This is an optimization exercise on Yosys and OpenROAD, whose aim is small area, not a production implementation.
Where RTL was checked, it was by simulation tests only, not by an equivalence proof against the original.

## old
==> module ofdm_ss_chan, before the edit <==
module ofdm_ss_chan (
    input  wire        clk,
    input  wire        v,           
    input  wire [15:0] s,           
    input  wire        first,       
    input  wire        last,        
    input  wire        odd,         
    input  wire        count,       
    output wire        c512,        
    output wire        big          
);
    reg  [4:0] accL;
    reg  [7:0] accM, accH;
    reg        c5, c13;
    wire [4:0] nL;
    wire [7:0] nM, nH;
    wire       n5, n13, nc_unused;
    wire       keep = ~first | count;
    wire [15:0] sv = s & {16{v}};
    ofdm_ss_rca #(5) uL (.a(accL & {5{keep}}), .b(sv[4:0]),  .ci(count),     .s(nL), .co(n5));
    ofdm_ss_rca #(8) uM (.a(accM & {8{keep}}), .b(sv[12:5]), .ci(c5 & keep), .s(nM), .co(n13));
    ofdm_ss_rca #(8) uH (.a(accH & {8{keep}}), .b({{5{sv[15]}}, sv[15:13]}), .ci(c13 & keep),
                         .s(nH), .co(nc_unused));
    assign c512 = (&accM[3:0]) & c5;
    reg [15:0] m32;
    reg        cm0, cm8;
    reg  [16:0] p4;
    reg         pc;
    wire [16:0] pa = p4 & {17{~(odd & v)}};
    wire [16:0] pb = {sv[15], sv};
    wire [16:0] nP;
    wire        n9, np_unused;
    ofdm_ss_rca #(9) uP0 (.a(pa[8:0]),  .b(pb[8:0]),  .ci(1'b0), .s(nP[8:0]),  .co(n9));
    ofdm_ss_rca #(8) uP1 (.a(pa[16:9]), .b(pb[16:9]), .ci(pc & ~(odd & v)), .s(nP[16:9]),
                          .co(np_unused));
    always @(posedge clk) begin
        accL <= nL;
        accM <= nM;
        accH <= nH;
        c5   <= n5;
        c13  <= n13;
        p4   <= nP;
        pc   <= n9;
        if (v & last) begin
            m32 <= {nH, nM};
            cm0 <= n5;
            cm8 <= n13;
        end
    end
    wire [15:0] X = m32;
    wire [15:0] Y = p4[16:1];
    wire [7:0]  lo;
    wire        cl;
    ofdm_ss_rca #(8) uD0 (.a(X[7:0]), .b(~Y[7:0]), .ci(cm0), .s(lo), .co(cl));
    wire [8:0]  dh;
    ofdm_ss_rca #(9) uD1 (.a({X[15], X[15:8]}), .b(~{Y[15], Y[15:8]}), .ci(cm8), .s(dh), .co());
    wire a1 = &dh[8:1];
    wire z1 = ~|dh[8:1];
    wire dm2 = a1 & ~dh[0];
    wire dm1 = a1 &  dh[0];
    wire d0  = z1 & ~dh[0];
    wire dp1 = z1 &  dh[0];
    wire hz  = (pc == cl) ? d0  : (pc ? dp1 : dm1);
    wire hm1 = (pc == cl) ? dm1 : (pc ? d0  : dm2);
    wire le99  = ~lo[7] & ~(lo[6] & lo[5] & (lo[4] | lo[3] | lo[2]));
    wire ge155 = lo[7] & (lo[6] | lo[5] | (lo[4] & lo[3] & (lo[2] | (lo[1] & lo[0]))));
    assign big = ~((hz & le99) | (hm1 & ge155));
endmodule
==> module OFDM_Symbol_Sync, before the edit <==
module OFDM_Symbol_Sync #(
    THRESHOLD=100,
    OFDM_SYMBOL_LENGTH=64
) (
    output wire        sample_clock_reset,
    input  wire        clock_clk,
    input  wire        reset_reset,
    input  wire signed [31:0] asi_in0_data,
    input  wire        asi_in0_valid,
    output reg  [31:0] aso_out0_data,
    output reg         aso_out0_valid,
    output wire        aso_out0_endofpacket,
    output reg         aso_out0_startofpacket,
    output wire        pre_sampling
);
    wire [15:0] sI = asi_in0_data[15:0];
    wire [15:0] sR = asi_in0_data[31:16];
    wire v = asi_in0_valid;
    reg st_pkt, st_idle;
    wire st_srch = ~st_pkt & ~st_idle;
    reg [6:0] cnt;
    wire [4:0] idx = cnt[4:0];
    wire settd = cnt[5];
    wire bigR, bigI, c512;
    wire vs = v & st_srch;
    ofdm_ss_chan chR (.clk(clock_clk), .v(vs), .s(sR), .first(idx == 5'd0),
                      .last(idx == 5'd30), .odd(idx[0]), .count(st_idle), .c512(c512),
                      .big(bigR));
    ofdm_ss_chan chI (.clk(clock_clk), .v(vs), .s(sI), .first(idx == 5'd0),
                      .last(idx == 5'd30), .odd(idx[0]), .count(1'b0), .c512(),
                      .big(bigI));
    reg flag;
    always @(posedge clock_clk)
        if (v & idx[0])
            flag <= bigR | bigI;
    wire detect = st_srch & v & idx[0] & flag & settd;
    wire pkt_end  = st_pkt & v & cnt[6];
    wire idle_end = st_idle & c512;
    wire cnt_clr  = detect | pkt_end | idle_end;
    wire [7:0] cc;
    assign cc[0] = v;
    genvar k;
    generate for (k = 0; k < 7; k = k + 1) begin : g_cnt
        assign cc[k+1] = cc[k] & cnt[k];
    end endgenerate
    wire [6:0] cnt_up = cnt ^ cc[6:0];
    wire [15:0] orR, orI;
    assign orR[0] = 1'b0;
    assign orI[0] = 1'b0;
    assign orR[1] = sR[0];
    assign orI[1] = sI[0];
    generate for (k = 2; k < 16; k = k + 1) begin : g_neg
        assign orR[k] = orR[k-2] | sR[k-2] | sR[k-1];
        assign orI[k] = orI[k-2] | sI[k-2] | sI[k-1];
    end endgenerate
    always @(posedge clock_clk or posedge reset_reset) begin
        if (reset_reset) begin
            st_pkt <= 1'b0;
            st_idle <= 1'b0;
            cnt <= 7'd0;
            aso_out0_data <= 32'd0;
            aso_out0_valid <= 1'b0;
            aso_out0_startofpacket <= 1'b0;
        end else begin
            if (cnt_clr)
                cnt <= 7'd0;
            else if (st_srch) begin
                cnt[4:0] <= cnt_up[4:0];
                cnt[5] <= cnt[5] | cc[5];
            end else
                cnt <= cnt_up;
            if (detect) st_pkt <= 1'b1;
            else if (pkt_end) st_pkt <= 1'b0;
            if (pkt_end) st_idle <= 1'b1;
            else if (idle_end) st_idle <= 1'b0;
            if (st_pkt & v)
                aso_out0_data <= {sR ^ orR, sI ^ orI};
            aso_out0_valid <= detect | (st_pkt & ~aso_out0_valid & v & ~cnt[6]);
            aso_out0_startofpacket <= detect | (st_pkt & v & ~|cnt[6:0]);
        end
    end
    assign aso_out0_endofpacket = st_pkt & cnt[6];
    assign pre_sampling = ~st_pkt;
    assign sample_clock_reset = 1'b0;
endmodule
Settings: LEC_CHECK=0, CAP_MARGIN=20, CORE_MARGIN=2, CORE_UTILIZATION=40, CTS_BUF_LIST=sky130_fd_sc_hd__clkbuf_8, PLACE_DENSITY=0.6, SLEW_MARGIN=20; clock period 5.5 ns.
standard.sh (not shown) runs the stock make flow with config.mk's settings and CLKGATE_MAP_FILE= SYNTH_SCRIPT=/design/flow/synth_recipe.tcl, a recipe that flattens the netlist after the stock synthesis.
==> flow/flow/run.sh <==
#!/bin/bash
set -euo pipefail
export SYNTH_ARGS="-noabc"
export BUFFER_PORTS_ARGS="-buffer_cell sky130_fd_sc_hd__buf_1"
export CTS_ARGS="-sink_clustering_enable -repair_clock_nets -dont_use_dummy_load -buf_list sky130_fd_sc_hd__clkbuf_8"
bash standard.sh > standard_flow.log 2>&1
Changes in new relative to old:
-- flow/design.v --
<<< old, line 23
    input  wire        last,        
    input  wire        odd,         
    input  wire        count,       
    output wire        c512,        
    output wire        big          
);
>>> new, line 23
    input  wire        last,        
    input  wire        odd,         
    output wire        big          
);
<<< old, line 33
    wire [7:0] nM, nH;
    wire       n5, n13, nc_unused;
    wire       keep = ~first | count;
    wire [15:0] sv = s & {16{v}};
    ofdm_ss_rca #(5) uL (.a(accL & {5{keep}}), .b(sv[4:0]),  .ci(count),     .s(nL), .co(n5));
    ofdm_ss_rca #(8) uM (.a(accM & {8{keep}}), .b(sv[12:5]), .ci(c5 & keep), .s(nM), .co(n13));
    ofdm_ss_rca #(8) uH (.a(accH & {8{keep}}), .b({{5{sv[15]}}, sv[15:13]}), .ci(c13 & keep),
                         .s(nH), .co(nc_unused));
    assign c512 = (&accM[3:0]) & c5;
    reg [15:0] m32;
    reg        cm0, cm8;
>>> new, line 31
    wire [7:0] nM, nH;
    wire       n5, n13, nc_unused;
    wire       keep = ~first;
    wire [15:0] sv = s & {16{v}};
    ofdm_ss_rca #(5) uL (.a(accL & {5{keep}}), .b(sv[4:0]),  .ci(1'b0),      .s(nL), .co(n5));
    ofdm_ss_rca #(8) uM (.a(accM & {8{keep}}), .b(sv[12:5]), .ci(c5 & keep), .s(nM), .co(n13));
    ofdm_ss_rca #(8) uH (.a(accH & {8{keep}}), .b({{5{sv[15]}}, sv[15:13]}), .ci(c13 & keep),
                         .s(nH), .co(nc_unused));
    reg [15:0] m32;
    reg        cm0, cm8;
<<< old, line 104
    reg st_pkt, st_idle;
    wire st_srch = ~st_pkt & ~st_idle;
    reg [6:0] cnt;
    wire [4:0] idx = cnt[4:0];
    wire settd = cnt[5];
    wire bigR, bigI, c512;
    wire vs = v & st_srch;
    ofdm_ss_chan chR (.clk(clock_clk), .v(vs), .s(sR), .first(idx == 5'd0),
                      .last(idx == 5'd30), .odd(idx[0]), .count(st_idle), .c512(c512),
                      .big(bigR));
    ofdm_ss_chan chI (.clk(clock_clk), .v(vs), .s(sI), .first(idx == 5'd0),
                      .last(idx == 5'd30), .odd(idx[0]), .count(1'b0), .c512(),
                      .big(bigI));
    reg flag;
    always @(posedge clock_clk)
>>> new, line 101
    reg st_pkt, st_idle;
    wire st_srch = ~st_pkt & ~st_idle;
    reg [9:0] cnt;
    wire [4:0] idx = cnt[4:0];
    wire settd = cnt[5];
    wire bigR, bigI;
    ofdm_ss_chan chR (.clk(clock_clk), .v(v), .s(sR), .first(idx == 5'd0),
                      .last(idx == 5'd30), .odd(idx[0]), .big(bigR));
    ofdm_ss_chan chI (.clk(clock_clk), .v(v), .s(sI), .first(idx == 5'd0),
                      .last(idx == 5'd30), .odd(idx[0]), .big(bigI));
    reg flag;
    always @(posedge clock_clk)
<<< old, line 121
    wire detect = st_srch & v & idx[0] & flag & settd;
    wire pkt_end  = st_pkt & v & cnt[6];
    wire idle_end = st_idle & c512;
    wire cnt_clr  = detect | pkt_end | idle_end;
    wire [7:0] cc;
    assign cc[0] = v;
    genvar k;
    generate for (k = 0; k < 7; k = k + 1) begin : g_cnt
        assign cc[k+1] = cc[k] & cnt[k];
    end endgenerate
    wire [6:0] cnt_up = cnt ^ cc[6:0];
    wire [15:0] orR, orI;
    assign orR[0] = 1'b0;
>>> new, line 115
    wire detect = st_srch & v & idx[0] & flag & settd;
    wire pkt_end  = st_pkt & v & cnt[6];
    wire idle_end = st_idle & cnt[9];
    wire cnt_clr  = detect | pkt_end | idle_end;
    wire cnt_inc  = v | st_idle;
    wire [10:0] cc;
    assign cc[0] = cnt_inc;
    genvar k;
    generate for (k = 0; k < 10; k = k + 1) begin : g_cnt
        assign cc[k+1] = cc[k] & cnt[k];
    end endgenerate
    wire [9:0] cnt_up = cnt ^ cc[9:0];
    wire [15:0] orR, orI;
    assign orR[0] = 1'b0;
<<< old, line 143
            st_pkt <= 1'b0;
            st_idle <= 1'b0;
            cnt <= 7'd0;
            aso_out0_data <= 32'd0;
            aso_out0_valid <= 1'b0;
>>> new, line 138
            st_pkt <= 1'b0;
            st_idle <= 1'b0;
            cnt <= 10'd0;
            aso_out0_data <= 32'd0;
            aso_out0_valid <= 1'b0;
<<< old, line 149
        end else begin
            if (cnt_clr)
                cnt <= 7'd0;
            else if (st_srch) begin
                cnt[4:0] <= cnt_up[4:0];
>>> new, line 144
        end else begin
            if (cnt_clr)
                cnt <= 10'd0;
            else if (st_srch) begin
                cnt[4:0] <= cnt_up[4:0];
==> run notes <==
- Diff new..old | clock slew seen by the registers of the worst setup and hold paths | negligible
- Summary — fmax, new relative to old: higher, by about 1.6%.
- new gives less core utilization than old did.
- Overall track demand over capacity in global routing (lower): new
- On synthesized cell count, the higher figure sits with new, not old.
- Reported for old and new, hold buffer count at cts turned out identical to the last digit.
The RTL of new was laid out without a check of its function.

port drivers added, routing unchanged:
No port has a modelled driver above. Below, the same layouts with a new extraction and two added sets of constraints.
Step 1 sets driving cells, clkbuf_16 on the clock port and buf_2 on the other inputs (assumed; they add their load-dependent delay and slew).
Step 2 moves the port delays by t, midway between the first and last clock arrival at a register: inputs arrive t later, outputs are due t later. That takes back most of the time a late clock gives input paths.
Three values: ideal, step 1, step 2; two values: the first two.
run	t, ns	setup slack, ns	worst setup path after step 2	latest minus earliest clock arrival (ns)	worst register clock-pin slew, ns
old	0.478	0.216 / 0.216 / -0.090	input to register	0.026 / 0.026	0.09 / 0.09
new	0.479	0.301 / 0.301 / -0.123	input to register	0.034 / 0.034	0.10 / 0.10
Met with ideal ports but missed after step 2: setup timing in old and new. For new, which loses most, drivers alone change the setup slack by 0.000 ns; drivers and shift together by -0.424 ns.
